This is an optimization exercise on Yosys and OpenROAD, whose aim is small area and a short achievable clock period, not a production implementation. At most, simulation tests tie the RTL to the original design; equivalence was not proved. The RTL of run 4 was laid out without a check of its function. No activity file was given, so power comes from the tool's default toggle rates.

==> flow/design.v <==
`timescale 1ns / 1ps
module full_adder(
    input a_in,
    input b_in,
    input c_in,
    output sum,
    output carry
    );
    assign sum=a_in^b_in^c_in;
    assign carry=(a_in & b_in)|(b_in & c_in)|(a_in & c_in);
endmodule
`timescale 1ns / 1ps
module genericadder(a_in, b_in, c_in, sum, carry);
    parameter width=24;
    input [width-1:0] a_in, b_in;
    input c_in;
    output [width-1:0] sum;
    output carry;
    wire[width:0] c;
    genvar i;
    assign c[0] = c_in;
    generate
    for(i=0; i<width; i=i+1)
    begin : Adder_gen
    full_adder dut(a_in[i],b_in[i],c[i],sum[i],c[i+1]);
    end
    endgenerate
    assign carry = c[width];
    endmodule
`timescale 1ns / 1ps
module multiplier(a_in, b_in, prod);
    parameter width = 12;
    input [width-1:0] a_in;
    input [width-1:0] b_in;
    output [2*width-1:0] prod;
    assign prod = a_in * b_in;
endmodule
module mac(
     input [11:0] Ain,
     input [11:0] Bin,
     input clk,reset,
     output [24:0] Mac_out
);
    reg [24:0] acc_s;
    reg [24:4] acc_c;
    wire pp0_0 = ~(Ain[0] & Bin[0]);
    wire pp0_1 = ~(Ain[0] & Bin[1]);
    wire pp0_2 = ~(Ain[0] & Bin[2]);
    wire pp0_3 = ~(Ain[0] & Bin[3]);
    wire pp0_4 = ~(Ain[0] & Bin[4]);
    wire pp0_5 = ~(Ain[0] & Bin[5]);
    wire pp0_6 = ~(Ain[0] & Bin[6]);
    wire pp0_7 = ~(Ain[0] & Bin[7]);
    wire pp0_8 = ~(Ain[0] & Bin[8]);
    wire pp0_9 = ~(Ain[0] & Bin[9]);
    wire pp0_10 = ~(Ain[0] & Bin[10]);
    wire pp0_11 = ~(Ain[0] & Bin[11]);
    wire pp1_0 = ~(Ain[1] & Bin[0]);
    wire pp1_1 = ~(Ain[1] & Bin[1]);
    wire pp1_2 = ~(Ain[1] & Bin[2]);
    wire pp1_3 = ~(Ain[1] & Bin[3]);
    wire pp1_4 = ~(Ain[1] & Bin[4]);
    wire pp1_5 = ~(Ain[1] & Bin[5]);
    wire pp1_6 = ~(Ain[1] & Bin[6]);
    wire pp1_7 = ~(Ain[1] & Bin[7]);
    wire pp1_8 = ~(Ain[1] & Bin[8]);
    wire pp1_9 = ~(Ain[1] & Bin[9]);
    wire pp1_10 = ~(Ain[1] & Bin[10]);
    wire pp1_11 = ~(Ain[1] & Bin[11]);
    wire pp2_0 = ~(Ain[2] & Bin[0]);
    wire pp2_1 = ~(Ain[2] & Bin[1]);
    wire pp2_2 = ~(Ain[2] & Bin[2]);
    wire pp2_3 = ~(Ain[2] & Bin[3]);
    wire pp2_4 = ~(Ain[2] & Bin[4]);
    wire pp2_5 = ~(Ain[2] & Bin[5]);
    wire pp2_6 = ~(Ain[2] & Bin[6]);
    wire pp2_7 = ~(Ain[2] & Bin[7]);
    wire pp2_8 = ~(Ain[2] & Bin[8]);
    wire pp2_9 = ~(Ain[2] & Bin[9]);
    wire pp2_10 = ~(Ain[2] & Bin[10]);
    wire pp2_11 = ~(Ain[2] & Bin[11]);
    wire pp3_0 = ~(Ain[3] & Bin[0]);
    wire pp3_1 = ~(Ain[3] & Bin[1]);
    wire pp3_2 = ~(Ain[3] & Bin[2]);
    wire pp3_3 = ~(Ain[3] & Bin[3]);
    wire pp3_4 = ~(Ain[3] & Bin[4]);
    wire pp3_5 = ~(Ain[3] & Bin[5]);
    wire pp3_6 = ~(Ain[3] & Bin[6]);
    wire pp3_7 = ~(Ain[3] & Bin[7]);
    wire pp3_8 = ~(Ain[3] & Bin[8]);
    wire pp3_9 = ~(Ain[3] & Bin[9]);
    wire pp3_10 = ~(Ain[3] & Bin[10]);
    wire pp3_11 = ~(Ain[3] & Bin[11]);
    wire pp4_0 = ~(Ain[4] & Bin[0]);
    wire pp4_1 = ~(Ain[4] & Bin[1]);
    wire pp4_2 = ~(Ain[4] & Bin[2]);
    wire pp4_3 = ~(Ain[4] & Bin[3]);
    wire pp4_4 = ~(Ain[4] & Bin[4]);
    wire pp4_5 = ~(Ain[4] & Bin[5]);
    wire pp4_6 = ~(Ain[4] & Bin[6]);
    wire pp4_7 = ~(Ain[4] & Bin[7]);
    wire pp4_8 = ~(Ain[4] & Bin[8]);
    wire pp4_9 = ~(Ain[4] & Bin[9]);
    wire pp4_10 = ~(Ain[4] & Bin[10]);
    wire pp4_11 = ~(Ain[4] & Bin[11]);
    wire pp5_0 = ~(Ain[5] & Bin[0]);
    wire pp5_1 = ~(Ain[5] & Bin[1]);
    wire pp5_2 = ~(Ain[5] & Bin[2]);
    wire pp5_3 = ~(Ain[5] & Bin[3]);
    wire pp5_4 = ~(Ain[5] & Bin[4]);
    wire pp5_5 = ~(Ain[5] & Bin[5]);
    wire pp5_6 = ~(Ain[5] & Bin[6]);
    wire pp5_7 = ~(Ain[5] & Bin[7]);
    wire pp5_8 = ~(Ain[5] & Bin[8]);
    wire pp5_9 = ~(Ain[5] & Bin[9]);
    wire pp5_10 = ~(Ain[5] & Bin[10]);
    wire pp5_11 = ~(Ain[5] & Bin[11]);
    wire pp6_0 = ~(Ain[6] & Bin[0]);
    wire pp6_1 = ~(Ain[6] & Bin[1]);
    wire pp6_2 = ~(Ain[6] & Bin[2]);
    wire pp6_3 = ~(Ain[6] & Bin[3]);
    wire pp6_4 = ~(Ain[6] & Bin[4]);
    wire pp6_5 = ~(Ain[6] & Bin[5]);
    wire pp6_6 = ~(Ain[6] & Bin[6]);
    wire pp6_7 = ~(Ain[6] & Bin[7]);
    wire pp6_8 = ~(Ain[6] & Bin[8]);
    wire pp6_9 = ~(Ain[6] & Bin[9]);
    wire pp6_10 = ~(Ain[6] & Bin[10]);
    wire pp6_11 = ~(Ain[6] & Bin[11]);
    wire pp7_0 = ~(Ain[7] & Bin[0]);
    wire pp7_1 = ~(Ain[7] & Bin[1]);
    wire pp7_2 = ~(Ain[7] & Bin[2]);
    wire pp7_3 = ~(Ain[7] & Bin[3]);
    wire pp7_4 = ~(Ain[7] & Bin[4]);
    wire pp7_5 = ~(Ain[7] & Bin[5]);
    wire pp7_6 = ~(Ain[7] & Bin[6]);
    wire pp7_7 = ~(Ain[7] & Bin[7]);
    wire pp7_8 = ~(Ain[7] & Bin[8]);
    wire pp7_9 = ~(Ain[7] & Bin[9]);
    wire pp7_10 = ~(Ain[7] & Bin[10]);
    wire pp7_11 = ~(Ain[7] & Bin[11]);
    wire pp8_0 = ~(Ain[8] & Bin[0]);
    wire pp8_1 = ~(Ain[8] & Bin[1]);
    wire pp8_2 = ~(Ain[8] & Bin[2]);
    wire pp8_3 = ~(Ain[8] & Bin[3]);
    wire pp8_4 = ~(Ain[8] & Bin[4]);
    wire pp8_5 = ~(Ain[8] & Bin[5]);
    wire pp8_6 = ~(Ain[8] & Bin[6]);
    wire pp8_7 = ~(Ain[8] & Bin[7]);
    wire pp8_8 = ~(Ain[8] & Bin[8]);
    wire pp8_9 = ~(Ain[8] & Bin[9]);
    wire pp8_10 = ~(Ain[8] & Bin[10]);
    wire pp8_11 = ~(Ain[8] & Bin[11]);
    wire pp9_0 = ~(Ain[9] & Bin[0]);
    wire pp9_1 = ~(Ain[9] & Bin[1]);
    wire pp9_2 = ~(Ain[9] & Bin[2]);
    wire pp9_3 = ~(Ain[9] & Bin[3]);
    wire pp9_4 = ~(Ain[9] & Bin[4]);
    wire pp9_5 = ~(Ain[9] & Bin[5]);
    wire pp9_6 = ~(Ain[9] & Bin[6]);
    wire pp9_7 = ~(Ain[9] & Bin[7]);
    wire pp9_8 = ~(Ain[9] & Bin[8]);
    wire pp9_9 = ~(Ain[9] & Bin[9]);
    wire pp9_10 = ~(Ain[9] & Bin[10]);
    wire pp9_11 = ~(Ain[9] & Bin[11]);
    wire pp10_0 = ~(Ain[10] & Bin[0]);
    wire pp10_1 = ~(Ain[10] & Bin[1]);
    wire pp10_2 = ~(Ain[10] & Bin[2]);
    wire pp10_3 = ~(Ain[10] & Bin[3]);
    wire pp10_4 = ~(Ain[10] & Bin[4]);
    wire pp10_5 = ~(Ain[10] & Bin[5]);
    wire pp10_6 = ~(Ain[10] & Bin[6]);
    wire pp10_7 = ~(Ain[10] & Bin[7]);
    wire pp10_8 = ~(Ain[10] & Bin[8]);
    wire pp10_9 = ~(Ain[10] & Bin[9]);
    wire pp10_10 = ~(Ain[10] & Bin[10]);
    wire pp10_11 = ~(Ain[10] & Bin[11]);
    wire pp11_0 = ~(Ain[11] & Bin[0]);
    wire pp11_1 = ~(Ain[11] & Bin[1]);
    wire pp11_2 = ~(Ain[11] & Bin[2]);
    wire pp11_3 = ~(Ain[11] & Bin[3]);
    wire pp11_4 = ~(Ain[11] & Bin[4]);
    wire pp11_5 = ~(Ain[11] & Bin[5]);
    wire pp11_6 = ~(Ain[11] & Bin[6]);
    wire pp11_7 = ~(Ain[11] & Bin[7]);
    wire pp11_8 = ~(Ain[11] & Bin[8]);
    wire pp11_9 = ~(Ain[11] & Bin[9]);
    wire pp11_10 = ~(Ain[11] & Bin[10]);
    wire pp11_11 = ~(Ain[11] & Bin[11]);
    wire na_s0 = ~acc_s[0];
    wire na_s1 = ~acc_s[1];
    wire na_s2 = ~acc_s[2];
    wire na_s3 = ~acc_s[3];
    wire na_s4 = ~acc_s[4];
    wire na_s5 = ~acc_s[5];
    wire na_s6 = ~acc_s[6];
    wire na_c6 = ~acc_c[6];
    wire na_s7 = ~acc_s[7];
    wire na_s8 = ~acc_s[8];
    wire na_c8 = ~acc_c[8];
    wire na_s9 = ~acc_s[9];
    wire na_c9 = ~acc_c[9];
    wire na_s10 = ~acc_s[10];
    wire na_c10 = ~acc_c[10];
    wire na_s11 = ~acc_s[11];
    wire na_c11 = ~acc_c[11];
    wire na_s12 = ~acc_s[12];
    wire na_c12 = ~acc_c[12];
    wire na_s13 = ~acc_s[13];
    wire na_c13 = ~acc_c[13];
    wire na_s14 = ~acc_s[14];
    wire na_c14 = ~acc_c[14];
    wire na_s15 = ~acc_s[15];
    wire na_c15 = ~acc_c[15];
    wire na_s16 = ~acc_s[16];
    wire na_c16 = ~acc_c[16];
    wire na_s17 = ~acc_s[17];
    wire na_c17 = ~acc_c[17];
    wire na_s18 = ~acc_s[18];
    wire na_c18 = ~acc_c[18];
    wire na_s19 = ~acc_s[19];
    wire na_c19 = ~acc_c[19];
    wire na_s20 = ~acc_s[20];
    wire na_c20 = ~acc_c[20];
    wire na_s21 = ~acc_s[21];
    wire na_s22 = ~acc_s[22];
    wire na_c22 = ~acc_c[22];
    wire na_s23 = ~acc_s[23];
    wire na_s24 = ~acc_s[24];
    wire s1, c2;
    wire s3, c4;
    wire s5, c6;
    wire s7, c8;
    wire s9, c10;
    wire s11, c12;
    wire s13, c14;
    wire s15, c16;
    wire s17, c18;
    wire s19, c20;
    wire s21, c22;
    wire s23, c24;
    wire s25, c26;
    wire s27, c28;
    wire s29, c30;
    wire s31, c32;
    wire s33, c34;
    wire s35, c36;
    wire s37, c38;
    wire s39, c40;
    wire s41, c42;
    wire s43, c44;
    wire s45, c46;
    wire s47, c48;
    wire s49, c50;
    wire s51, c52;
    wire s53, c54;
    wire s55, c56;
    wire s57, c58;
    wire s59, c60;
    wire s61, c62;
    wire s63, c64;
    wire s65, c66;
    wire s67, c68;
    wire s69, c70;
    wire s71, c72;
    wire s73, c74;
    wire s75, c76;
    wire s77, c78;
    wire s79, c80;
    wire s81, c82;
    wire s83, c84;
    wire s85, c86;
    wire s87, c88;
    wire s89, c90;
    wire s91, c92;
    wire s93, c94;
    wire s95, c96;
    wire s97, c98;
    wire s99, c100;
    wire s101, c102;
    wire s103, c104;
    wire s105, c106;
    wire s107, c108;
    wire s109, c110;
    wire s111, c112;
    wire s113, c114;
    wire s115, c116;
    wire s117, c118;
    wire s119, c120;
    wire s121, c122;
    wire s123, c124;
    wire s125, c126;
    wire s127, c128;
    wire s129, c130;
    wire s131, c132;
    wire s133, c134;
    wire s135, c136;
    wire s137, c138;
    wire s139, c140;
    wire s141, c142;
    wire s143, c144;
    wire s145, c146;
    wire s147, c148;
    wire s149, c150;
    wire s151, c152;
    wire s153, c154;
    wire s155, c156;
    wire s157, c158;
    wire s159, c160;
    wire s161, c162;
    wire s163, c164;
    wire s165, c166;
    wire s167, c168;
    wire s169, c170;
    wire s171, c172;
    wire s173, c174;
    wire s175, c176;
    wire s177, c178;
    wire s179, c180;
    wire s181, c182;
    wire s183, c184;
    wire s185, c186;
    wire s187, c188;
    wire s189, c190;
    wire s191, c192;
    wire s193, c194;
    wire s195, c196;
    wire s197, c198;
    wire s199, c200;
    wire s201, c202;
    wire s203, c204;
    wire s205, c206;
    wire s207, c208;
    wire s209, c210;
    wire s211, c212;
    wire s213, c214;
    wire s215, c216;
    wire s217, c218;
    wire s219, c220;
    wire s221, c222;
    wire s223, c224;
    wire s225, c226;
    wire s227, c228;
    wire s229, c230;
    wire s231, c232;
    wire s233, c234;
    wire s235, c236;
    wire s237, c238;
    wire s239, c240;
    wire s241, c242;
    wire s243, c244;
    wire s245, c246;
    wire s247, c248;
    wire s249, c250;
    wire s251, c252;
    wire s253, c254;
    wire s255, c256;
    wire s257, c258;
    wire s259, c260;
    wire s261, c262;
    wire s263, c264;
    wire s265, c266;
    wire s267, c268;
    wire s269, c270;
    wire s271, c272;
    wire s273, c274;
    wire s275, c276;
    wire s277, c278;
    wire s279, c280;
    wire s281, c282;
    wire s283, c284;
    wire s285, c286;
    wire s287, c288;
    wire s289, c290;
    wire s291, c292;
    wire s293, c294;
    wire s295, c296;
    wire s297, c298;
    wire s299, c300;
    wire s301, c302;
    wire s303, c304;
    wire s305, c306;
    wire s307, c308;
    wire s309, c310;
    wire s311, c312;
    wire s313, c314;
    xnor2m h0s (na_s0, pp0_0, s1);
    or2m h0c (na_s0, pp0_0, c2);
    xnor2m h1s (na_s1, pp0_1, s3);
    or2m h1c (na_s1, pp0_1, c4);
    full_adder f2 (pp1_0, s3, c2, s5, c6);
    xnor2m h3s (na_s2, pp0_2, s7);
    or2m h3c (na_s2, pp0_2, c8);
    full_adder f4 (pp1_1, pp2_0, s7, s9, c10);
    full_adder f5 (c4, s9, c6, s11, c12);
    xnor2m h6s (na_s3, pp0_3, s13);
    or2m h6c (na_s3, pp0_3, c14);
    full_adder f7 (pp1_2, pp2_1, pp3_0, s15, c16);
    full_adder f8 (s13, c8, s15, s17, c18);
    full_adder f9 (c10, s17, c12, s19, c20);
    xnor2m h10s (na_s4, pp0_4, s21);
    or2m h10c (na_s4, pp0_4, c22);
    full_adder f11 (pp1_3, pp2_2, pp3_1, s23, c24);
    full_adder f12 (pp4_0, s21, c14, s25, c26);
    full_adder f13 (c16, s23, s25, s27, c28);
    full_adder f14 (c18, s27, c20, s29, c30);
    xnor2m h15s (na_s5, pp0_5, s31);
    or2m h15c (na_s5, pp0_5, c32);
    full_adder f16 (pp1_4, pp2_3, pp3_2, s33, c34);
    full_adder f17 (pp4_1, pp5_0, s31, s35, c36);
    full_adder f18 (c22, c24, s33, s37, c38);
    full_adder f19 (s35, c26, s37, s39, c40);
    full_adder f20 (c28, s39, c30, s41, c42);
    xnor2m h21s (na_s6, na_c6, s43);
    or2m h21c (na_s6, na_c6, c44);
    full_adder f22 (s43, pp0_6, pp1_5, s45, c46);
    full_adder f23 (pp2_4, pp3_3, pp4_2, s47, c48);
    full_adder f24 (pp5_1, pp6_0, c32, s49, c50);
    full_adder f25 (c34, s45, s47, s51, c52);
    full_adder f26 (c36, s49, c38, s53, c54);
    full_adder f27 (s51, c40, s53, s55, c56);
    xnor2m h28s (na_s7, c44, s57);
    or2m h28c (na_s7, c44, c58);
    full_adder f29 (s57, pp0_7, pp1_6, s59, c60);
    full_adder f30 (pp2_5, pp3_4, pp4_3, s61, c62);
    full_adder f31 (pp5_2, pp6_1, pp7_0, s63, c64);
    full_adder f32 (c46, c48, s59, s65, c66);
    full_adder f33 (s61, s63, c50, s67, c68);
    full_adder f34 (c52, s65, s67, s69, c70);
    full_adder f35 (c54, s69, c56, s71, c72);
    xnor2m h36s (na_s8, na_c8, s73);
    or2m h36c (na_s8, na_c8, c74);
    full_adder f37 (s73, c58, pp0_8, s75, c76);
    full_adder f38 (pp1_7, pp2_6, pp3_5, s77, c78);
    full_adder f39 (pp4_4, pp5_3, pp6_2, s79, c80);
    full_adder f40 (pp7_1, pp8_0, c60, s81, c82);
    full_adder f41 (c62, c64, s75, s83, c84);
    full_adder f42 (s77, s79, s81, s85, c86);
    full_adder f43 (c66, s83, c68, s87, c88);
    full_adder f44 (s85, c70, s87, s89, c90);
    xnor2m h45s (na_s9, na_c9, s91);
    or2m h45c (na_s9, na_c9, c92);
    full_adder f46 (s91, c74, pp0_9, s93, c94);
    full_adder f47 (pp1_8, pp2_7, pp3_6, s95, c96);
    full_adder f48 (pp4_5, pp5_4, pp6_3, s97, c98);
    full_adder f49 (pp7_2, pp8_1, pp9_0, s99, c100);
    full_adder f50 (c76, c78, c80, s101, c102);
    full_adder f51 (s93, s95, s97, s103, c104);
    full_adder f52 (s99, c82, c84, s105, c106);
    full_adder f53 (s101, s103, c86, s107, c108);
    full_adder f54 (s105, c88, s107, s109, c110);
    xnor2m h55s (na_s10, na_c10, s111);
    or2m h55c (na_s10, na_c10, c112);
    full_adder f56 (s111, c92, pp0_10, s113, c114);
    full_adder f57 (pp1_9, pp2_8, pp3_7, s115, c116);
    full_adder f58 (pp4_6, pp5_5, pp6_4, s117, c118);
    full_adder f59 (pp7_3, pp8_2, pp9_1, s119, c120);
    full_adder f60 (pp10_0, c94, c96, s121, c122);
    full_adder f61 (c98, c100, s113, s123, c124);
    full_adder f62 (s115, s117, s119, s125, c126);
    full_adder f63 (c102, s121, c104, s127, c128);
    full_adder f64 (s123, s125, c106, s129, c130);
    full_adder f65 (s127, c108, s129, s131, c132);
    xnor2m h66s (na_s11, na_c11, s133);
    or2m h66c (na_s11, na_c11, c134);
    full_adder f67 (s133, c112, pp0_11, s135, c136);
    full_adder f68 (pp1_10, pp2_9, pp3_8, s137, c138);
    full_adder f69 (pp4_7, pp5_6, pp6_5, s139, c140);
    full_adder f70 (pp7_4, pp8_3, pp9_2, s141, c142);
    full_adder f71 (pp10_1, pp11_0, c114, s143, c144);
    full_adder f72 (c116, c118, c120, s145, c146);
    full_adder f73 (s135, s137, s139, s147, c148);
    full_adder f74 (s141, c122, c124, s149, c150);
    full_adder f75 (s143, c126, s145, s151, c152);
    full_adder f76 (s147, c128, s149, s153, c154);
    full_adder f77 (s151, c130, s153, s155, c156);
    xnor2m h78s (na_s12, na_c12, s157);
    or2m h78c (na_s12, na_c12, c158);
    full_adder f79 (s157, c134, pp1_11, s159, c160);
    full_adder f80 (pp2_10, pp3_9, pp4_8, s161, c162);
    full_adder f81 (pp5_7, pp6_6, pp7_5, s163, c164);
    full_adder f82 (pp8_4, pp9_3, pp10_2, s165, c166);
    full_adder f83 (pp11_1, c136, c138, s167, c168);
    full_adder f84 (c140, c142, s159, s169, c170);
    full_adder f85 (s161, s163, s165, s171, c172);
    full_adder f86 (c144, c146, s167, s173, c174);
    full_adder f87 (c148, s169, s171, s175, c176);
    full_adder f88 (c150, c152, s173, s177, c178);
    full_adder f89 (s175, c154, s177, s179, c180);
    full_adder f90 (na_s13, na_c13, c158, s181, c182);
    full_adder f91 (s181, pp2_11, pp3_10, s183, c184);
    full_adder f92 (pp4_9, pp5_8, pp6_7, s185, c186);
    full_adder f93 (pp7_6, pp8_5, pp9_4, s187, c188);
    full_adder f94 (pp10_3, pp11_2, c160, s189, c190);
    full_adder f95 (c162, c164, c166, s191, c192);
    full_adder f96 (s183, s185, s187, s193, c194);
    full_adder f97 (c168, c170, s189, s195, c196);
    full_adder f98 (c172, s191, s193, s197, c198);
    full_adder f99 (c174, s195, c176, s199, c200);
    full_adder f100 (s197, c178, s199, s201, c202);
    full_adder f101 (na_s14, na_c14, c182, s203, c204);
    full_adder f102 (s203, pp3_11, pp4_10, s205, c206);
    full_adder f103 (pp5_9, pp6_8, pp7_7, s207, c208);
    full_adder f104 (pp8_6, pp9_5, pp10_4, s209, c210);
    full_adder f105 (pp11_3, c184, c186, s211, c212);
    full_adder f106 (c188, s205, s207, s213, c214);
    full_adder f107 (s209, c190, c192, s215, c216);
    full_adder f108 (s211, c194, s213, s217, c218);
    full_adder f109 (c196, s215, c198, s219, c220);
    full_adder f110 (s217, c200, s219, s221, c222);
    full_adder f111 (na_s15, na_c15, c204, s223, c224);
    full_adder f112 (s223, pp4_11, pp5_10, s225, c226);
    full_adder f113 (pp6_9, pp7_8, pp8_7, s227, c228);
    full_adder f114 (pp9_6, pp10_5, pp11_4, s229, c230);
    full_adder f115 (c206, c208, c210, s231, c232);
    full_adder f116 (s225, s227, s229, s233, c234);
    full_adder f117 (c212, c214, s231, s235, c236);
    full_adder f118 (s233, c216, c218, s237, c238);
    full_adder f119 (s235, c220, s237, s239, c240);
    full_adder f120 (na_s16, na_c16, c224, s241, c242);
    full_adder f121 (pp5_11, pp6_10, pp7_9, s243, c244);
    full_adder f122 (pp8_8, pp9_7, pp10_6, s245, c246);
    full_adder f123 (pp11_5, s241, c226, s247, c248);
    full_adder f124 (c228, c230, s243, s249, c250);
    full_adder f125 (s245, c232, s247, s251, c252);
    full_adder f126 (c234, s249, c236, s253, c254);
    full_adder f127 (s251, s253, c238, s255, c256);
    full_adder f128 (na_s17, na_c17, pp6_11, s257, c258);
    full_adder f129 (pp7_10, pp8_9, pp9_8, s259, c260);
    full_adder f130 (pp10_7, pp11_6, c242, s261, c262);
    full_adder f131 (c244, c246, s257, s263, c264);
    full_adder f132 (s259, s261, c248, s265, c266);
    full_adder f133 (c250, s263, c252, s267, c268);
    full_adder f134 (s265, c254, s267, s269, c270);
    full_adder f135 (na_s18, na_c18, pp7_11, s271, c272);
    full_adder f136 (pp8_10, pp9_9, pp10_8, s273, c274);
    full_adder f137 (pp11_7, c258, c260, s275, c276);
    full_adder f138 (c262, s271, s273, s277, c278);
    full_adder f139 (c264, s275, s277, s279, c280);
    full_adder f140 (c266, s279, c268, s281, c282);
    full_adder f141 (na_s19, na_c19, pp8_11, s283, c284);
    full_adder f142 (pp9_10, pp10_9, pp11_8, s285, c286);
    full_adder f143 (c272, c274, s283, s287, c288);
    full_adder f144 (s285, c276, c278, s289, c290);
    full_adder f145 (s287, c280, s289, s291, c292);
    full_adder f146 (na_s20, na_c20, pp9_11, s293, c294);
    full_adder f147 (pp10_10, pp11_9, c284, s295, c296);
    full_adder f148 (c286, s293, c288, s297, c298);
    full_adder f149 (s295, c290, s297, s299, c300);
    full_adder f150 (na_s21, pp10_11, pp11_10, s301, c302);
    full_adder f151 (c294, s301, c296, s303, c304);
    full_adder f152 (c298, s303, c300, s305, c306);
    full_adder f153 (na_s22, na_c22, pp11_11, s307, c308);
    full_adder f154 (c302, s307, c304, s309, c310);
    full_adder f155 (na_s23, c308, c310, s311, c312);
    xnor2m h156s (na_s24, c312, s313);
    or2m h156c (na_s24, c312, c314);
    wire [24:0] ns = {s313, s311, s309, s305, c292, s291, c270, c256, c240, c222, c202, c180, c156, c132, c110, c90, s89, s71, s55, s41, s29, s19, s11, s5, s1};
    wire [24:4] nc = {1'b1, 1'b1, c306, 1'b1, s299, c282, s281, s269, s255, s239, s221, s201, s179, s155, s131, s109, c72, 1'b1, c42, 1'b1, 1'b1};
    always @(posedge clk) begin
        acc_s <= ~(ns | {25{reset}});
        acc_c <= ~(nc | {21{reset}});
    end
    assign Mac_out = acc_s + {acc_c, 4'd0};
endmodule
module fa_fast(input a, input b, input c, output sum, output carry);
    wire ab;
    xor2m x1 (a, b, ab);
    xor2m x2 (ab, c, sum);
    maj3m m1 (a, b, c, carry);
endmodule
module xor2m(input a, input b, output y);
    assign y = a ^ b;
endmodule
module xnor2m(input a, input b, output y);
    assign y = ~(a ^ b);
endmodule
module or2m(input a, input b, output y);
    assign y = a | b;
endmodule
module maj3m(input a, input b, input c, output y);
    assign y = (a & b) | (a & c) | (b & c);
endmodule
==> flow/flow/run.sh <==
#!/bin/bash
# The standard layout (the standard.sh, standard synthesis unchanged), with
# two options: the port buffers are buf_1 cells, and the setup repair aims at
# a slack margin of 7.25 ns.  ORFS keeps each step's log in orfs/logs; the make
# output goes to standard.log.
set -o pipefail
bash standard.sh BUFFER_PORTS_ARGS="-buffer_cell sky130_fd_sc_hd__buf_1" SETUP_SLACK_MARGIN=7.25 finish > standard.log 2>&1
==> flow/standard.sh <==
#!/bin/bash
# synth_recipe.tcl (not shown) runs the flow's synth.tcl, then flattens the netlist and writes it again
# the make line also repeats each setting of config.mk as NAME=value (left out here)
make -C /OpenROAD-flow-scripts/flow DESIGN_CONFIG=/design/flow/config.mk WORK_HOME=/design/flow/orfs CLKGATE_MAP_FILE= SYNTH_SCRIPT=/design/flow/synth_recipe.tcl "${@:-finish}"
==> flow/config.mk <==
export PLATFORM = sky130hd
export DESIGN_NAME = mac
export DESIGN_NICKNAME = mac
export VERILOG_FILES = /design/flow/design.v
export SDC_FILE = /design/flow/constraint.sdc
export NUM_CORES = 4
export LEC_CHECK = 0
export CAP_MARGIN = 20
export CORE_MARGIN = 2
export CORE_UTILIZATION = 60
export CTS_BUF_LIST = sky130_fd_sc_hd__clkbuf_16
export SLEW_MARGIN = 20
export SYNTH_HIERARCHICAL = 1
==> flow/constraint.sdc <==
create_clock -name core_clock -period 12.5 [get_ports {clk}]
set_input_delay 2.5000 -clock core_clock [delete_from_list [all_inputs] [get_ports {clk}]]
set_output_delay 2.5000 -clock core_clock [all_outputs]
set_load 0.01 [all_outputs]
==> summary.txt, run 1 <==
Place
  • Area after detailed placement: 5840 um2
  • Count of port buffers added during placement: 50
  • GP Congestion: 0.865
  • Detailed Place HPWL: 10300 um

GRT
  • First-pass GRT wire length: about 22000 um
  • Maximum number of pins on one net before global-route repair: 41
  • Overflow after GRT: 0
  • Via count of the first global-routing pass: 4350
  • GRT Overall Usage: 0.286
  • Number of antenna violations at the first check in global routing: 0

Min path
  • Worst hold path class: flip-flop to flip-flop
  • Number of instances on the worst hold path: 3
  • Hold Crit Endpoint: acc_s[24]
  • Launch point of the worst hold path: acc_s[24]

Worst setup path
  • Worst setup startpoint: Ain[5]
  • Data required time of the worst path: 12.64 ns
  • Reg-to-reg setup timing slack: 7.89 ns
  • Worst setup path class: primary input to flip-flop
  • Element type at the critical path end: flip-flop
  • Worst reg2reg path depth: 12
  • Worst flop-to-flop path endpoint: acc_s[21]
  • Crit Path Max Fanout: 12
  • Nature of the critical path startpoint: primary input
  • Reg2reg start: acc_c[12]
  • Arr. time, crit path: 5.32 ns

Status
  • Result of the run: finished clean

Logic synthesis
  • Synth cell count leaders: nand2_1 (152), fa_1 (143), nor2_1 (44)
  • Library cell occupying the most area in the post-synthesis netlist: fa_1
  • Post-Synth Adder-Cell Area: 0.540
  • Synth Area in XOR/XNOR: 0.0448
  • Number of instances in the synthesized netlist: 575
  • Top FF cell, synth: dfxtp_1
  • Number of synthesized flops with an enable pin: 0
  • Seq/Total Area, Yosys: 0.141
  • Mean Syn Cell Area: roughly 9.9 um2
  • Post-synthesis register bit count: 40
  • Area of the mapped netlist: 5670 um2
  • Post-synthesis compound-gate area fraction: 0.0587
  • Post-Synthesis Net Count: 760
  • Post-synth cell types: 40
  • Top cells by area, synth: fa_1 (50%), dfxtp_1 (14%), nand2_1 (10%), xnor2_1 (4.0%), ha_1 (3.5%)
  • Warnings, synthesis: 7
  • Post-synthesis mux area share: 0
  • Main combinational cell family by area after synthesis: adder cells
  • Proportion of synthesized flip-flops having asynchronous set or reset: 0
  • Dominant cell by count in the synthesized netlist: nand2_1
  • Synth Area in Simple Gates: 0.159
  • Yosys top cell area share: 0.505

STA
  • Worst slew margin relative to its limit: 0.357
  • Worst clock skew: a little over 0.008 ns
  • Unrepaired setup endpoints after global routing: false
  • Final Hold Viols: 0
  • Pin slew with the least headroom to its limit: 0.965 ns
  • Crit share post-route: 0.415
  • Min cycle time layout: 5.18 ns
  • Highest clock frequency the design can meet: ~0.19 GHz
  • Summed negative setup slack over all endpoints: 0 ns
  • Final setup violation count: 0
  • Max-slew violation count: 0

Power
  • Power density over the cells: 228 nW/um2
  • Sw Pwr: about 650 uW
  • Flop pwr share: 0.155
  • Fraction of power consumed by the clock network: 0.108
  • Static leakage: about 2.2 nW
  • Sw Share: 0.469
  • Max VDD drop: 0.119 mV
  • Comb pwr share: 0.737
  • Design internal power: 735 uW

Final layout
  • Share of post-route cells with drive strength above 1: 0.0687
  • Finished Cell Area: just over 6000 um2
  • Number of nets at the end of the flow: approximately 780
  • Post-layout util: 0.660
  • Number of diodes added for antenna fixing: 0
  • Relative area change from synthesis to final layout: 6.92%

Floorplan
  • Row count: 35
  • Chip height: approximately 100 um
  • Starting density of the core: 0.617
  • Die area: 10300 um2
  • Horiz. Die Dim: 101 um
  • Num ports: 51
  • Placeable core area: 9200 um2

Run
  • Maximum Capacitance Violations: 0

Clocking
  • Post-cts hold buffer count: 0
  • CTS tree: built
  • Clock latency reported for the late side of the worst-skew pair: 0.29 ns
  • Reg clk slew, reported paths: 0.07 ns
  • Maximum buffer depth of the clock tree: 2
  • CTS root buffer: clkbuf_16
  • Total number of clock tree sinks: 40
  • Number of levels the H-tree was split into: 2
  • TritonCTS Buffers: 5
  • Buffers inserted by post-CTS timing repair: 0

Drt
  • Vias per Instance: roughly 5.7
  • Final routed wire length divided by cell count: 18.7 um
  • Overall via count from detail_route: 4039
  • Number of nets still failing antenna checks after routing: 0
  • Total wire length after detailed routing: 13300 um
  • DRC violation total after the first TritonRoute iteration: 131
  • Pre-antenna DRT Iters: 4
  • Drt drc: 0
## placed cells by master (no fill, tap or decap), drive strengths merged
cell type,instances
o21a,1
buf,36
clkbuf,19
o211ai,3
clkinv,2
a21boi,2
and2,1
a31o,1
fa,143
nor2b,1
a221oi,1
nor2,45
ha,16
o21ai,7
inv,42
xor2,3
a21oi,15
dfxtp,40
a211oi,3
a21o,3
and3,1
o311a,1
nand3,5
a311oi,1
o21bai,1
a221o,1
or2,13
a31oi,4
nand2,152
bufinv,1
xnor2,26
nand4,3
o31ai,2
o31a,1
or2b,1
## what timing repair did
item | CTS | global route
pin swaps | 0 | 0
endpoints found under the setup margin | 25 | 8
resized for setup | 25 | 15
## state kept, by name (all words and copies together), names as in the netlist
signal,flops
acc_c,15
acc_s,25
## cell type report
type,count,area (um2)
multi-input cells,457,4550
repair buffers,50,256
clock buffers,5,125
inverters,42,158
flip-flops and latches,40,801
well taps,111,139
clock inverters,3,37.5
fillers,807,3130
## power groups by stage
| stage | sequential, mW | clock (mW) | combinational, mW |
|---|---|---|---|
| final | 0.215 | 0.149 | 1.02 |
| after detailed placement | 0.218 | 0 | 1.03 |
| after CTS | 0.216 | 0.152 | 1.05 |
| after global placement | 0.218 | 0 | 1.02 |
| after floorplan | 0.206 | 0 | 0.802 |
| after global routing | 0.220 | 0.156 | 1.19 |
## worst max path at each step
stage,to,slack (ns)
floorplan,acc_s[5],7.25
global placement,acc_c[13],6.62
detailed placement,acc_c[13],6.60
CTS,acc_c[13],7.25
global route,acc_c[11],7.25
finish,acc_c[13],7.32
## per-stage QoR
stage               hold WS (ns)  power, mW  cells  setup WS, ns
finish                     0.537       1.38    708          7.32
global route               0.580       1.57    708          7.25
CTS                        0.546       1.41    708          7.25
detailed placement         0.532       1.25    700          6.60
global placement           0.521       1.24    700          6.62
floorplan                  0.504       1.01    575          7.25
## logic make-up after synthesis
family,count (synthesis)
flops,40
fa+ha+maj,159
xor+xnor,29
simple gates,222
buf+inv,78
compound gates,47
## worst max-delay path: stages
cell and delay [ns]:
buf_2 0.26, nand2_1 0.13, fa_1 0.57, fa_1 0.47, fa_1 0.40, fa_1 0.46, fa_1 0.49, nor2_1 0.04
## metal layers
metal  vias to the layer above  track usage  wire, um
met5                         -            0         0
met4                         0       0.0780       221
met3                        20       0.0400       826
met2                       145        0.497      6990
met1                      2081        0.380      5240
li1                       1793            -         -
## modules after synthesis (local to each module, per instance)
| module | area (um2) | cells inside |
|---|---|---|
| mac | 2610 | 405 |
| xnor2m | 8.76 | 1 |
| or2m | 6.26 | 1 |
| full_adder | 20.0 | 1 |
==> inputs of run 2 (changes only) <==
==> flow/flow/run.sh (replaced) <==
#!/bin/bash
# The standard layout (the standard.sh, standard synthesis unchanged), with
# two options: the port buffers are buf_1 cells, and the setup repair aims at
# a slack margin of 7.1 ns.  ORFS keeps each step's log in orfs/logs; the make
# output goes to standard.log.
set -o pipefail
bash standard.sh BUFFER_PORTS_ARGS="-buffer_cell sky130_fd_sc_hd__buf_1" SETUP_SLACK_MARGIN=7.1 finish > standard.log 2>&1
--- a/flow/config.mk
+++ b/flow/config.mk
@@ -8,6 +8,6 @@
 export CAP_MARGIN = 20
 export CORE_MARGIN = 2
 export CORE_UTILIZATION = 60
-export CTS_BUF_LIST = sky130_fd_sc_hd__clkbuf_16
+export CTS_BUF_LIST = sky130_fd_sc_hd__clkbuf_4 sky130_fd_sc_hd__clkbuf_8
 export SLEW_MARGIN = 20
 export SYNTH_HIERARCHICAL = 1
==> summary.txt, run 2 <==
GRT
  • Number of antenna violations at the first check in global routing: 0 (unchanged)
  • Overflow after GRT: 0 (unchanged)
  • Maximum number of pins on one net before global-route repair: 41 (unchanged)
  • Via count of the first global-routing pass: 4264 (-2.0%)
  • GRT Overall Usage: 0.285 (-0.00159)
  • First-pass GRT wire length: 21900 um (-0.13%)

Final layout
  • Most common library cell in the layout ignoring fill and taps: nand2_1
  • Number of nets at the end of the flow: 781 (unchanged)
  • Number of diodes added for antenna fixing: 0 (unchanged)
  • Largest regs: acc_s: 25 flops, acc_c: 15 flops
  • Most used cells in the layout excluding fill and tap cells: nand2_1 (152), fa_1 (143), nor2_1 (44)
  • Register with the most flip-flops: acc_s
  • Relative area change from synthesis to final layout: 5.67%
  • Largest register FFs: 25 (unchanged)
  • Share of post-route cells with drive strength above 1: 0.0705 (+0.00179)

Worst setup path
  • Worst setup startpoint: Bin[10]
  • Worst flop-to-flop path endpoint: acc_s[21]
  • Reg2reg start: acc_c[12]
  • Cell type of the slowest stage on the worst timing path: fa_1
  • Kind of cell adding the most delay to the critical path: adder cells
  • Reg-to-reg setup timing slack: 7.89 ns (about the same)
  • Worst Path Buf+Inv: 1 (unchanged)
  • CP dominant cell by count: fa_1
  • Total number of cells along the worst setup path: 8 (unchanged)
  • Worst reg2reg path depth: 12 (unchanged)
  • Slowest stage delay, CP: 0.55 ns (-0.02 ns)
  • Element type at the critical path end: flip-flop
  • Nature of the critical path startpoint: primary input
  • Sequence of cells on the critical path: buf_2, nand2_1, fa_1, fa_1, fa_1, fa_1, fa_1, nor2_1
  • Worst setup path class: primary input to flip-flop
  • Data required time of the worst path: 12.66 ns (+0.02 ns)
  • Arr. time, crit path: 5.43 ns (+0.11 ns)
  • Crit Path Max Fanout: 12 (unchanged)
  • Critical Path Sink: acc_c[13]

STA
  • Max-slew violation count: 0 (unchanged)
  • Worst setup slack after layout: 7.23 ns (-0.0884 ns)
  • Pin slew with the least headroom to its limit: 0.924 ns (-0.0403 ns)
  • Worst clock skew: 0.00501 ns (-0.00327 ns)
  • Unrepaired setup endpoints after global routing: false
  • Summed negative setup slack over all endpoints: 0 ns (unchanged)
  • Final setup violation count: 0 (unchanged)
  • Highest clock frequency the design can meet: 0.190 GHz (-1.7%)
  • Crit share post-route: 0.422 (+0.00707)
  • Min cycle time layout: 5.27 ns (+0.0884 ns)
  • Final Hold Viols: 0 (unchanged)
  • Worst slew margin relative to its limit: 0.384 (+0.0269)

Logic synthesis
  • Dominant cell by count in the synthesized netlist: nand2_1
  • Number of synthesized flops with an enable pin: 0 (unchanged)
  • Top FF cell, synth: dfxtp_1
  • Post-Synthesis Net Count: 760 (unchanged)
  • Seq/Total Area, Yosys: 0.141 (unchanged)
  • Mean Syn Cell Area: 9.87 um2 (unchanged)
  • Number of instances in the synthesized netlist: 575 (unchanged)
  • Area of the mapped netlist: 5670 um2 (unchanged)
  • Top cells by area, synth: fa_1 (50%), dfxtp_1 (14%), nand2_1 (10%), xnor2_1 (4.0%), ha_1 (3.5%)
  • Post-synth cell types: 40 (unchanged)
  • Warnings, synthesis: 7 (unchanged)
  • Synth cell count leaders: nand2_1 (152), fa_1 (143), nor2_1 (44)
  • Yosys top cell area share: 0.505 (unchanged)
  • Post-synthesis register bit count: 40 (unchanged)
  • Library cell occupying the most area in the post-synthesis netlist: fa_1
  • Proportion of synthesized flip-flops having asynchronous set or reset: 0 (unchanged)

Floorplan
  • Horiz. Die Dim: 101 um (unchanged)
  • Die area: 10300 um2 (unchanged)
  • Placeable core area: 9200 um2 (unchanged)
  • Row count: 35 (unchanged)
  • Chip height: 101 um (unchanged)
  • Starting density of the core: 0.617 (unchanged)
  • Num ports: 51 (unchanged)

Clocking
  • Total number of clock tree sinks: 40 (unchanged)
  • CTS root buffer: clkbuf_8
  • CTS tree: built
  • TritonCTS Buffers: 5 (unchanged)
  • Buffers inserted by post-CTS timing repair: 0 (unchanged)
  • Post-cts hold buffer count: 0 (unchanged)
  • Reg clk slew, reported paths: 0.08 ns (about the same)
  • Clock latency reported for the late side of the worst-skew pair: 0.30 ns (about the same)
  • Maximum buffer depth of the clock tree: 2 (unchanged)
  • Number of levels the H-tree was split into: 2 (unchanged)

Drt
  • Final routed wire length divided by cell count: 18.7 um (-0.30%)
  • Overall via count from detail_route: 4073 (+0.84%)
  • Total wire length after detailed routing: 13200 um (-0.44%)
  • Vias per Instance: 5.76 (+0.98%)
  • Number of nets still failing antenna checks after routing: 0 (unchanged)
  • Drt drc: 0 (unchanged)
  • DRC violation total after the first TritonRoute iteration: 177 (+35%)
  • Pre-antenna DRT Iters: 4 (unchanged)

Place
  • Worst setup timing slack at the placement stage: 6.55 ns (-0.0431 ns)
  • Detailed Place HPWL: 10400 um (+0.81%)
  • GP Congestion: 0.884 (+2.1%)
  • Count of port buffers added during placement: 50 (unchanged)

Power
  • Static leakage: 2.17 nW (-1.1%)
  • Max VDD drop: 0.118 mV (-0.90%)
  • Power density over the cells: 229 nW/um2 (+0.31%)

Status
  • Result of the run: finished clean

Min path
  • Number of instances on the worst hold path: 3 (unchanged)
  • Worst hold path class: flip-flop to flip-flop

Run
  • Maximum Capacitance Violations: 0 (unchanged)
-- run 2: cell counts after synthesis --
Identical to the previous run, type by type.
-- run 2: worst min path at each step --
stage	to	startpoint
floorplan	acc_s[24]	acc_s[24]
global placement	acc_s[24]	acc_s[24]
detailed placement	acc_s[24]	acc_s[24]
CTS	acc_s[24]	acc_s[24]
global route	acc_s[0]	acc_s[0]
finish	acc_s[24]	acc_s[24]
-- run 2: through the flow --
| step | util | instance area, um2 | power, mW | cells | hold WS, ns |
|---|---|---|---|---|---|
| 6_report | 0.652 | 6000 | 1.37 | 707 | 0.545 |
| 5_1_grt | 0.652 | 6000 | 1.55 | 707 | 0.594 |
| 2_1_floorplan | - | 5670 | 1.01 | 575 | 0.504 |
| 3_3_place_gp | 0.635 | 5840 | 1.24 | 700 | 0.521 |
| 3_5_place_dp | 0.635 | 5840 | 1.26 | 700 | 0.533 |
| 4_1_cts | 0.651 | 5990 | 1.40 | 707 | 0.556 |
-- run 2: worst register-to-register path, stage by stage (launching register included) --
cell     delay [ns]
dfxtp_1        0.34
inv_1          0.06
or2_1          0.24
fa_1           0.39
fa_1           0.39
fa_1           0.39
fa_1           0.39
fa_1           0.41
fa_1           0.46
fa_1           0.42
fa_1           0.43
fa_1           0.50
nor2_1         0.04
-- run 2: timing repair --
item | CTS | global route
pin swaps | 0 | 0
resized for setup | 17 | 7
setup endpoints to repair | 14 | 16
-- run 2: final cells by class --
cell class	count	area [um2]
Clock buffer	5	68.8
Clock inverter	2	60.1
Fill cell	775	3200
Inverter	42	158
Multi-Input combinational cell	457	4550
Sequential cell	40	801
Tap cell	111	139
Timing Repair Buffer	50	219
-- run 2: per-layer routing --
layer  track usage  vias to the layer above  wire (um)
li1              -                     1793          -
met1         0.387                     2100       5090
met2         0.501                      162       7130
met3        0.0304                       18        814
met4        0.0582                        0        187
met5             0                        -          0
-- run 2: power by group --
group          internal (mW)  switching (mW)
clock network         0.0787          0.0513
registers              0.184          0.0303
logic                  0.459           0.569
-- run 2: modules after synthesis, one instance, submodules excluded --
module,times used,flip-flops and latches,cell area (um2),cells inside
full_adder,143,0,20.0,1
mac,1,40,2610,405
or2m,13,0,6.26,1
xnor2m,14,0,8.76,1
-- run 2: kinds of logic (layout without fill, tap and decap cells) --
| family | after synthesis | count (layout) | synth area share |
|---|---|---|---|
| adders and majority gates | 159 | 159 | 0.540 |
| AOI/OAI and AO/OA | 47 | 47 | 0.0587 |
| DFF | 40 | 40 | 0.141 |
| xor gates and xnor gates | 29 | 29 | 0.0448 |
| buffers and inverters | 78 | 99 | 0.0569 |
| and+or+nand+nor | 222 | 222 | 0.159 |
==> inputs of run 3 (changes only) <==
==> flow/flow/run.sh (replaced) <==
#!/bin/bash
# The standard layout (the standard.sh, standard synthesis unchanged), with
# two options: the port buffers are buf_1 cells, and the setup repair aims at
# a slack margin of 7.4 ns.  ORFS keeps each step's log in orfs/logs; the make
# output goes to standard.log.
set -o pipefail
bash standard.sh BUFFER_PORTS_ARGS="-buffer_cell sky130_fd_sc_hd__buf_1" SETUP_SLACK_MARGIN=7.4 finish > standard.log 2>&1
==> summary.txt, run 3 <==
Status
  • Result of the run: finished clean

Logic synthesis
  • Proportion of synthesized flip-flops having asynchronous set or reset: 0 (unchanged)
  • Area of the mapped netlist: 5670 um2 (unchanged)
  • Post-synthesis register bit count: 40 (unchanged)
  • Synth cell count leaders: nand2_1 (152), fa_1 (143), nor2_1 (44)
  • Top cells by area, synth: fa_1 (50%), dfxtp_1 (14%), nand2_1 (10%), xnor2_1 (4.0%), ha_1 (3.5%)
  • Number of instances in the synthesized netlist: 575 (unchanged)
  • Warnings, synthesis: 7 (unchanged)
  • Mean Syn Cell Area: 9.87 um2 (unchanged)
  • Yosys top cell area share: 0.505 (unchanged)
  • Seq/Total Area, Yosys: 0.141 (unchanged)
  • Post-Synthesis Net Count: 760 (unchanged)
  • Dominant cell by count in the synthesized netlist: nand2_1
  • Post-synth cell types: 40 (unchanged)
  • Top FF cell, synth: dfxtp_1
  • Number of synthesized flops with an enable pin: 0 (unchanged)
  • Library cell occupying the most area in the post-synthesis netlist: fa_1

STA
  • Worst slew margin relative to its limit: 0.411 (+0.0274)
  • Max-slew violation count: 0 (unchanged)
  • Pin slew with the least headroom to its limit: 0.883 ns (-0.0411 ns)
  • Min cycle time layout: 5.05 ns (-0.216 ns)
  • Highest clock frequency the design can meet: 0.198 GHz (+4.3%)
  • Summed negative setup slack over all endpoints: 0 ns (unchanged)
  • Unrepaired setup endpoints after global routing: false
  • Crit share post-route: 0.404 (-0.0173)
  • Final Hold Viols: 0 (unchanged)
  • Worst clock skew: 0.0111 ns (+0.00604 ns)
  • Final setup violation count: 0 (unchanged)

Min path
  • Worst hold path class: flip-flop to flip-flop
  • Number of instances on the worst hold path: 3 (unchanged)
  • Launch point of the worst hold path: acc_s[24]
  • Hold Crit Endpoint: acc_s[24]

Power
  • Static leakage: 2.18 nW (+0.46%)
  • Sw Share: 0.477 (+0.00245)
  • Comb pwr share: 0.761 (+0.012)
  • Max VDD drop: 0.110 mV (-6.0%)
  • Fraction of power consumed by the clock network: 0.083 (-0.012)
  • Flop pwr share: 0.156 (about the same)
  • Post-layout power: 1.38 mW (+0.45%)
  • Sw Pwr: 657 uW (+0.96%)
  • Power density over the cells: 224 nW/um2 (-2.0%)
  • Design internal power: 721 uW (about the same)

Run
  • Maximum Capacitance Violations: 0 (unchanged)

Final layout
  • Number of nets at the end of the flow: 782 (+0.13%)
  • Number of diodes added for antenna fixing: 0 (unchanged)
  • Post-layout util: 0.668 (+0.0161)
  • Sequential Area: 801 um2 (unchanged)
  • Share of post-route cells with drive strength above 1: 0.137 (+0.0667)
  • Largest register FFs: 25 (unchanged)
  • Relative area change from synthesis to final layout: 8.27%
  • Register with the most flip-flops: acc_s
  • Total of fill cells in the finished design: 773 (-0.26%)
  • Largest regs: acc_s: 25 flops, acc_c: 15 flops
  • Finished Cell Area: 6140 um2 (+2.5%)
  • Most used cells in the layout excluding fill and tap cells: nand2_1 (147), fa_1 (113), nor2_1 (44)
  • Area of the multi-input gates: 4650 um2 (+2.2%)
  • Most common library cell in the layout ignoring fill and taps: nand2_1

GRT
  • Overflow after GRT: 0 (unchanged)
  • GRT Overall Usage: 0.286 (+0.00119)
  • First-pass GRT wire length: 22000 um (+0.60%)
  • Number of antenna violations at the first check in global routing: 0 (unchanged)
  • Maximum number of pins on one net before global-route repair: 41 (unchanged)
  • Via count of the first global-routing pass: 4383 (+2.8%)

Clocking
  • Total number of clock tree sinks: 40 (unchanged)
  • Maximum buffer depth of the clock tree: 2 (unchanged)
  • CTS tree: built
  • Clock latency reported for the late side of the worst-skew pair: 0.31 ns (about the same)
  • Reg clk slew, reported paths: 0.08 ns (about the same)
  • Post-cts hold buffer count: 0 (unchanged)
  • TritonCTS Buffers: 5 (unchanged)
  • Number of levels the H-tree was split into: 2 (unchanged)
  • CTS root buffer: clkbuf_8

Drt
  • Vias per Instance: 5.66 (-1.8%)
  • DRC violation total after the first TritonRoute iteration: 210 (+19%)
  • Pre-antenna DRT Iters: 7 (+3)
  • Overall via count from detail_route: 4010 (-1.5%)
  • Final routed wire length divided by cell count: 18.4 um (-1.6%)
  • Total wire length after detailed routing: 13000 um (-1.4%)
  • Drt drc: 0 (unchanged)
  • Number of nets still failing antenna checks after routing: 0 (unchanged)

Place
  • GP Congestion: 0.836 (-5.4%)
  • Detailed Place HPWL: 10500 um (+1.3%)
  • Count of port buffers added during placement: 50 (unchanged)
  • Area after detailed placement: 5930 um2 (+1.6%)

Worst setup path
  • Crit Path Max Fanout: 12 (unchanged)
  • Reg2reg start: acc_c[12]
  • Arr. time, crit path: 5.21 ns (-0.22 ns)
  • Worst reg2reg path depth: 12 (unchanged)
  • Element type at the critical path end: flip-flop
  • Nature of the critical path startpoint: primary input
  • Worst setup path class: primary input to flip-flop
  • Worst flop-to-flop path endpoint: acc_s[21]
  • Reg-to-reg setup timing slack: 7.90 ns (about the same)
  • Data required time of the worst path: 12.66 ns (about the same)

Floorplan
  • Horiz. Die Dim: 101 um (unchanged)
  • Starting density of the core: 0.617 (unchanged)
  • Die area: 10300 um2 (unchanged)
  • Placeable core area: 9200 um2 (unchanged)
  • Chip height: 101 um (unchanged)
  • Num ports: 51 (unchanged)
  • Row count: 35 (unchanged)
## run 3: cell counts after synthesis
No cell type changed its count.
## run 3: worst max-delay path by stage
stage	endpoint	cells past startpoint	from	slack [ns]
global placement	acc_c[14]	8	Bin[9]	6.70
finish	acc_c[13]	8	Bin[10]	7.45
detailed placement	acc_c[14]	8	Bin[9]	6.71
CTS	acc_c[14]	8	Ain[9]	7.38
global route	Mac_out[24]	9	acc_s[6]	7.39
floorplan	acc_c[13]	8	Bin[3]	7.34
## run 3: kinds of logic (layout without fill, tap and decap cells)
kind of cell               count (synthesis)  after routing  share of synthesized area
xor gates and xnor gates                  29             29                     0.0448
AOI/OAI and AO/OA                         47             47                     0.0587
adders and majority gates                159            159                      0.540
buffers and inverters                     78            101                     0.0569
DFF                                       40             40                      0.141
and+or+nand+nor                          222            222                      0.159
## run 3: cell type report
type,instances,area share
Inverter,42,0.0257
Timing Repair Buffer,51,0.0456
Multi-Input combinational cell,457,0.757
Clock buffer,5,0.0112
Sequential cell,40,0.130
Clock inverter,3,0.00754
Tap cell,111,0.0226
## run 3: worst max-delay path, cell delays in order
cell and delay (ns):
clkbuf_4 0.23, nand2_1 0.11, fa_2 0.56, fa_2 0.44
fa_2 0.35, fa_1 0.48, fa_1 0.50, nor2_1 0.04
## run 3: metal layers
metal	routed length, um	track usage	vias to the layer above
li1	-	-	1798
met1	5240	0.379	2073
met2	7010	0.503	114
met3	534	0.0393	25
met4	246	0.0686	0
met5	0	0	-
## run 3: stage by stage
stage                     hold slack (ns)  setup WS, ns  cells
after floorplan                     0.504          7.34    575
after global placement              0.520          6.70    700
after detailed placement            0.528          6.71    700
after CTS                           0.549          7.38    708
after global routing                0.577          7.39    709
final                               0.542          7.45    709
## run 3: what timing repair did
item / CTS / global route
endpoints found under the setup margin: 29 / 15
pin swaps: 0 / 3
setup buffers: 0 / 1
gates resized for setup: 32 / 19
## run 3: power groups by stage
stage          Sequential, mW  Clock (mW)  Combinational [mW]
2_1_floorplan           0.206           0               0.822
3_3_place_gp            0.218           0                1.04
3_5_place_dp            0.219           0                1.06
4_1_cts                 0.216       0.120                1.07
5_1_grt                 0.220       0.123                1.21
6_report                0.215       0.115                1.05
## run 3: per-module statistics from Yosys (local to each module, per instance)
module      cells inside  cell area, um2  times used  flops+latches
xnor2m                 1            8.76          14              0
mac                  405            2610           1             40
or2m                   1            6.26          13              0
full_adder             1            20.0         143              0
==> inputs of run 4 (changes only) <==
--- a/flow/design.v
+++ b/flow/design.v
@@ -384,43 +384,43 @@
     wire s309, c310;
     wire s311, c312;
     wire s313, c314;
-    xnor2m h0s (na_s0, pp0_0, s1);
-    or2m h0c (na_s0, pp0_0, c2);
-    xnor2m h1s (na_s1, pp0_1, s3);
-    or2m h1c (na_s1, pp0_1, c4);
+    xor2m h0s (acc_s[0], pp0_0, s1);
+    nand3m h0c (acc_s[0], Ain[0], Bin[0], c2);
+    xor2m h1s (acc_s[1], pp0_1, s3);
+    nand3m h1c (acc_s[1], Ain[0], Bin[1], c4);
     full_adder f2 (pp1_0, s3, c2, s5, c6);
-    xnor2m h3s (na_s2, pp0_2, s7);
-    or2m h3c (na_s2, pp0_2, c8);
+    xor2m h3s (acc_s[2], pp0_2, s7);
+    nand3m h3c (acc_s[2], Ain[0], Bin[2], c8);
     full_adder f4 (pp1_1, pp2_0, s7, s9, c10);
     full_adder f5 (c4, s9, c6, s11, c12);
-    xnor2m h6s (na_s3, pp0_3, s13);
-    or2m h6c (na_s3, pp0_3, c14);
+    xor2m h6s (acc_s[3], pp0_3, s13);
+    nand3m h6c (acc_s[3], Ain[0], Bin[3], c14);
     full_adder f7 (pp1_2, pp2_1, pp3_0, s15, c16);
     full_adder f8 (s13, c8, s15, s17, c18);
     full_adder f9 (c10, s17, c12, s19, c20);
-    xnor2m h10s (na_s4, pp0_4, s21);
-    or2m h10c (na_s4, pp0_4, c22);
+    xor2m h10s (acc_s[4], pp0_4, s21);
+    nand3m h10c (acc_s[4], Ain[0], Bin[4], c22);
     full_adder f11 (pp1_3, pp2_2, pp3_1, s23, c24);
     full_adder f12 (pp4_0, s21, c14, s25, c26);
     full_adder f13 (c16, s23, s25, s27, c28);
     full_adder f14 (c18, s27, c20, s29, c30);
-    xnor2m h15s (na_s5, pp0_5, s31);
-    or2m h15c (na_s5, pp0_5, c32);
+    xor2m h15s (acc_s[5], pp0_5, s31);
+    nand3m h15c (acc_s[5], Ain[0], Bin[5], c32);
     full_adder f16 (pp1_4, pp2_3, pp3_2, s33, c34);
     full_adder f17 (pp4_1, pp5_0, s31, s35, c36);
     full_adder f18 (c22, c24, s33, s37, c38);
     full_adder f19 (s35, c26, s37, s39, c40);
     full_adder f20 (c28, s39, c30, s41, c42);
-    xnor2m h21s (na_s6, na_c6, s43);
-    or2m h21c (na_s6, na_c6, c44);
+    xnor2m h21s (acc_s[6], acc_c[6], s43);
+    nand2m h21c (acc_s[6], acc_c[6], c44);
     full_adder f22 (s43, pp0_6, pp1_5, s45, c46);
     full_adder f23 (pp2_4, pp3_3, pp4_2, s47, c48);
     full_adder f24 (pp5_1, pp6_0, c32, s49, c50);
     full_adder f25 (c34, s45, s47, s51, c52);
     full_adder f26 (c36, s49, c38, s53, c54);
     full_adder f27 (s51, c40, s53, s55, c56);
-    xnor2m h28s (na_s7, c44, s57);
-    or2m h28c (na_s7, c44, c58);
+    xor2m h28s (acc_s[7], c44, s57);
+    ornm h28c (c44, acc_s[7], c58);
     full_adder f29 (s57, pp0_7, pp1_6, s59, c60);
     full_adder f30 (pp2_5, pp3_4, pp4_3, s61, c62);
     full_adder f31 (pp5_2, pp6_1, pp7_0, s63, c64);
@@ -428,8 +428,8 @@
     full_adder f33 (s61, s63, c50, s67, c68);
     full_adder f34 (c52, s65, s67, s69, c70);
     full_adder f35 (c54, s69, c56, s71, c72);
-    xnor2m h36s (na_s8, na_c8, s73);
-    or2m h36c (na_s8, na_c8, c74);
+    xnor2m h36s (acc_s[8], acc_c[8], s73);
+    nand2m h36c (acc_s[8], acc_c[8], c74);
     full_adder f37 (s73, c58, pp0_8, s75, c76);
     full_adder f38 (pp1_7, pp2_6, pp3_5, s77, c78);
     full_adder f39 (pp4_4, pp5_3, pp6_2, s79, c80);
@@ -438,8 +438,8 @@
     full_adder f42 (s77, s79, s81, s85, c86);
     full_adder f43 (c66, s83, c68, s87, c88);
     full_adder f44 (s85, c70, s87, s89, c90);
-    xnor2m h45s (na_s9, na_c9, s91);
-    or2m h45c (na_s9, na_c9, c92);
+    xnor2m h45s (acc_s[9], acc_c[9], s91);
+    nand2m h45c (acc_s[9], acc_c[9], c92);
     full_adder f46 (s91, c74, pp0_9, s93, c94);
     full_adder f47 (pp1_8, pp2_7, pp3_6, s95, c96);
     full_adder f48 (pp4_5, pp5_4, pp6_3, s97, c98);
@@ -449,8 +449,8 @@
     full_adder f52 (s99, c82, c84, s105, c106);
     full_adder f53 (s101, s103, c86, s107, c108);
     full_adder f54 (s105, c88, s107, s109, c110);
-    xnor2m h55s (na_s10, na_c10, s111);
-    or2m h55c (na_s10, na_c10, c112);
+    xnor2m h55s (acc_s[10], acc_c[10], s111);
+    nand2m h55c (acc_s[10], acc_c[10], c112);
     full_adder f56 (s111, c92, pp0_10, s113, c114);
     full_adder f57 (pp1_9, pp2_8, pp3_7, s115, c116);
     full_adder f58 (pp4_6, pp5_5, pp6_4, s117, c118);
@@ -461,8 +461,8 @@
     full_adder f63 (c102, s121, c104, s127, c128);
     full_adder f64 (s123, s125, c106, s129, c130);
     full_adder f65 (s127, c108, s129, s131, c132);
-    xnor2m h66s (na_s11, na_c11, s133);
-    or2m h66c (na_s11, na_c11, c134);
+    xnor2m h66s (acc_s[11], acc_c[11], s133);
+    nand2m h66c (acc_s[11], acc_c[11], c134);
     full_adder f67 (s133, c112, pp0_11, s135, c136);
     full_adder f68 (pp1_10, pp2_9, pp3_8, s137, c138);
     full_adder f69 (pp4_7, pp5_6, pp6_5, s139, c140);
@@ -474,8 +474,8 @@
     full_adder f75 (s143, c126, s145, s151, c152);
     full_adder f76 (s147, c128, s149, s153, c154);
     full_adder f77 (s151, c130, s153, s155, c156);
-    xnor2m h78s (na_s12, na_c12, s157);
-    or2m h78c (na_s12, na_c12, c158);
+    xnor2m h78s (acc_s[12], acc_c[12], s157);
+    nand2m h78c (acc_s[12], acc_c[12], c158);
     full_adder f79 (s157, c134, pp1_11, s159, c160);
     full_adder f80 (pp2_10, pp3_9, pp4_8, s161, c162);
     full_adder f81 (pp5_7, pp6_6, pp7_5, s163, c164);
@@ -553,8 +553,8 @@
     full_adder f153 (na_s22, na_c22, pp11_11, s307, c308);
     full_adder f154 (c302, s307, c304, s309, c310);
     full_adder f155 (na_s23, c308, c310, s311, c312);
-    xnor2m h156s (na_s24, c312, s313);
-    or2m h156c (na_s24, c312, c314);
+    xor2m h156s (acc_s[24], c312, s313);
+    ornm h156c (c312, acc_s[24], c314);
     wire [24:0] ns = {s313, s311, s309, s305, c292, s291, c270, c256, c240, c222, c202, c180, c156, c132, c110, c90, s89, s71, s55, s41, s29, s19, s11, s5, s1};
     wire [24:4] nc = {1'b1, 1'b1, c306, 1'b1, s299, c282, s281, s269, s255, s239, s221, s201, s179, s155, s131, s109, c72, 1'b1, c42, 1'b1, 1'b1};
     always @(posedge clk) begin
@@ -578,6 +578,15 @@
 module or2m(input a, input b, output y);
     assign y = a | b;
 endmodule
+module nand2m(input a, input b, output y);
+    assign y = ~(a & b);
+endmodule
+module nand3m(input a, input b, input c, output y);
+    assign y = ~(a & b & c);
+endmodule
+module ornm(input a, input bn, output y);
+    assign y = a | ~bn;
+endmodule
 module maj3m(input a, input b, input c, output y);
     assign y = (a & b) | (a & c) | (b & c);
 endmodule
==> flow/flow/run.sh (replaced) <==
#!/bin/bash
# The standard layout (the standard.sh, standard synthesis unchanged), with
# two options: the port buffers are buf_2 cells, and the setup repair aims at
# a slack margin of 7.25 ns.  ORFS keeps each step's log in orfs/logs; the make
# output goes to standard.log.
set -o pipefail
bash standard.sh BUFFER_PORTS_ARGS="-buffer_cell sky130_fd_sc_hd__buf_2" SETUP_SLACK_MARGIN=7.25 finish > standard.log 2>&1
==> summary.txt, run 4 <==
Final layout
  • Finished Cell Area: 6080 um2 (-1.0%)
  • Post-layout util: 0.658 (-0.0101)
  • Total of fill cells in the finished design: 760 (-1.7%)
  • Number of diodes added for antenna fixing: 0 (unchanged)
  • Relative area change from synthesis to final layout: 6.77%
  • Largest regs: acc_s: 25 flops, acc_c: 15 flops
  • Largest register FFs: 25 (unchanged)
  • Share of post-route cells with drive strength above 1: 0.105 (-0.0319)
  • Register with the most flip-flops: acc_s
  • Number of nets at the end of the flow: 783 (+0.13%)

Logic synthesis
  • Post-synth cell types: 43 (+7.5%)
  • Dominant cell by count in the synthesized netlist: nand2_1
  • Library cell occupying the most area in the post-synthesis netlist: fa_1
  • Top cells by area, synth: fa_1 (50%), dfxtp_1 (14%), nand2_1 (11%), ha_1 (3.5%), nor2_1 (3.4%)
  • Proportion of synthesized flip-flops having asynchronous set or reset: 0 (unchanged)
  • Number of instances in the synthesized netlist: 575 (unchanged)
  • Area of the mapped netlist: 5690 um2 (+0.35%)
  • Warnings, synthesis: 7 (unchanged)
  • Seq/Total Area, Yosys: 0.141 (-0.000496)

Run
  • Maximum Capacitance Violations: 0 (unchanged)

Drt
  • Final routed wire length divided by cell count: 18.0 um (-1.9%)
  • Overall via count from detail_route: 4144 (+3.3%)
  • Vias per Instance: 5.69 (+0.64%)
  • DRC violation total after the first TritonRoute iteration: 244 (+16%)
  • Drt drc: 0 (unchanged)
  • Total wire length after detailed routing: 13100 um (+0.71%)

Floorplan
  • Row count: 35 (unchanged)
  • Die area: 10300 um2 (+0.35%)
  • Horiz. Die Dim: 101 um (+0.17%)
  • Chip height: 101 um (+0.17%)
  • Placeable core area: 9240 um2 (+0.48%)

GRT
  • Number of antenna violations at the first check in global routing: 0 (unchanged)
  • Maximum number of pins on one net before global-route repair: 41 (unchanged)
  • GRT Overall Usage: 0.282 (-0.00321)
  • Via count of the first global-routing pass: 4377 (-0.14%)
  • First-pass GRT wire length: 21900 um (-0.72%)
  • Overflow after GRT: 0 (unchanged)

Power
  • Comb pwr share: 0.758 (-0.003)
  • Sw Share: 0.480 (+0.00285)
  • Flop pwr share: 0.160 (+0.004)
  • Static leakage: 2.26 nW (+3.3%)
  • Post-layout power: 1.40 mW (+1.5%)
  • Max VDD drop: 0.132 mV (+19%)

Min path
  • Worst hold path class: flip-flop to flip-flop

Worst setup path
  • Kind of cell adding the most delay to the critical path: adder cells
  • Data required time of the worst path: 12.67 ns (about the same)
  • CP dominant cell by count: fa_1
  • Worst setup path class: primary input to flip-flop
  • Sequence of cells on the critical path: buf_2, nand2_1, fa_1, fa_1, fa_1, fa_1, fa_1, nor2_1
  • Element type at the critical path end: flip-flop
  • Reg-to-reg setup timing slack: 8.06 ns (+0.16 ns)
  • Arr. time, crit path: 5.33 ns (+0.12 ns)
  • Slowest stage delay, CP: 0.59 ns (+0.03 ns)

STA
  • Crit share post-route: 0.413 (+0.00840)
  • Min cycle time layout: 5.16 ns (+0.105 ns)
  • Worst clock skew: 0.00658 ns (-0.00447 ns)
  • Final Hold Viols: 0 (unchanged)
  • Summed negative setup slack over all endpoints: 0 ns (unchanged)
  • Worst setup slack after layout: 7.34 ns (-0.105 ns)
  • Pin slew with the least headroom to its limit: 0.816 ns (-0.0672 ns)
  • Worst slew margin relative to its limit: 0.456 (+0.0448)

Clocking
  • CTS tree: built
  • Post-cts hold buffer count: 0 (unchanged)
  • TritonCTS Buffers: 5 (unchanged)
  • Clock latency reported for the late side of the worst-skew pair: 0.30 ns (about the same)
  • Number of levels the H-tree was split into: 2 (unchanged)

Place
  • Worst setup timing slack at the placement stage: 6.98 ns (+0.276 ns)
  • Post-placement cell count: 720 (+2.9%)
  • Area after detailed placement: 5960 um2 (+0.44%)
  • GP Congestion: 0.846 (+1.2%)

Status
  • Result of the run: finished clean
## run 4: layout make-up
class | count | area (um2) | area share
clock buffers | 5 | 68.8 | 0.0113
repair buffers | 50 | 258 | 0.0424
clock inverters | 3 | 47.5 | 0.00782
well taps | 129 | 161 | 0.0265
inverters | 23 | 86.3 | 0.0142
flip-flops and latches | 40 | 801 | 0.132
multi-input cells | 478 | 4660 | 0.766
## run 4: what timing repair did
action,in CTS,in global routing
hold endpoints to repair,0,0
gates resized for setup,0,3
setup endpoints to repair,0,5
## run 4: power groups by stage
stage	Clock (mW)	Combinational [mW]	Sequential, mW
2_1_floorplan	0	0.804	0.214
3_3_place_gp	0	1.06	0.227
3_5_place_dp	0	1.08	0.227
4_1_cts	0.117	1.08	0.225
5_1_grt	0.122	1.21	0.229
6_report	0.114	1.06	0.224
## run 4: modules after synthesis (local to each module, per instance)
module      times used  cell area [um2]  cells inside  flip-flops and latches
nand2m               6             3.75             1                       0
ornm                 1             6.26             1                       0
xnor2m               6             8.76             1                       0
full_adder         143             20.0             1                       0
mac                  1             2650           405                      40
nand3m               6             5.00             1                       0
xor2m                8             8.76             1                       0
## run 4: cell families after synthesis
group | count (synthesis) | synth area share
fa+ha+maj | 159 | 0.538
buf+inv | 57 | 0.0415
compound gates | 39 | 0.0563
xor+xnor | 28 | 0.0431
flops | 40 | 0.141
mux | 2 | 0.00374
simple gates | 250 | 0.177
## run 4: worst paths after layout
| kind | from | end | cells past startpoint |
|---|---|---|---|
| min reg2reg | acc_s[24] | acc_s[24] | 2 |
| min | acc_s[24] | acc_s[24] | 2 |
| max reg2reg | acc_s[12] | acc_s[21] | 11 |
| max | Ain[4] | acc_c[14] | 8 |
## run 4: routing by layer
metal,track usage,vias up,routed length [um]
met5,0,-,0
met2,0.503,145,7140
met4,0.0780,0,279
met1,0.369,2135,5060
li1,-,1838,-
met3,0.0324,26,648
## run 4: worst min-delay path: stages, from the launching register on
cell     delay (ns)
dfxtp_1        0.37
xor2_1         0.07
nor2_1         0.07

[what the ideal ports hide]
The flow's constraints put no driver on any port. The routed layouts listed below were extracted and timed again, unchanged, in two steps.
Step 1 sets driving cells, clkbuf_16 on the clock port and buf_2 on the other inputs (assumed; they add their load-dependent delay and slew).
Step 2 times the ports against the registers' clock, not the clock port: input delays grow and output delays shrink by t, the midpoint of the rising clock arrivals with the driver on.
Three values: ideal ports, drivers, drivers and shift; two values: the first two.
run | t (ns) | slack for setup (ns)
run 1 | 0.322 | 7.318 / 7.336 / 7.014
run 2 | 0.332 | 7.229 / 7.240 / 6.908
run 3 | 0.335 | 7.446 / 7.451 / 7.116
run 4 | 0.338 | 7.341 / 7.357 / 7.019
After both steps setup and hold are still met in every run listed.
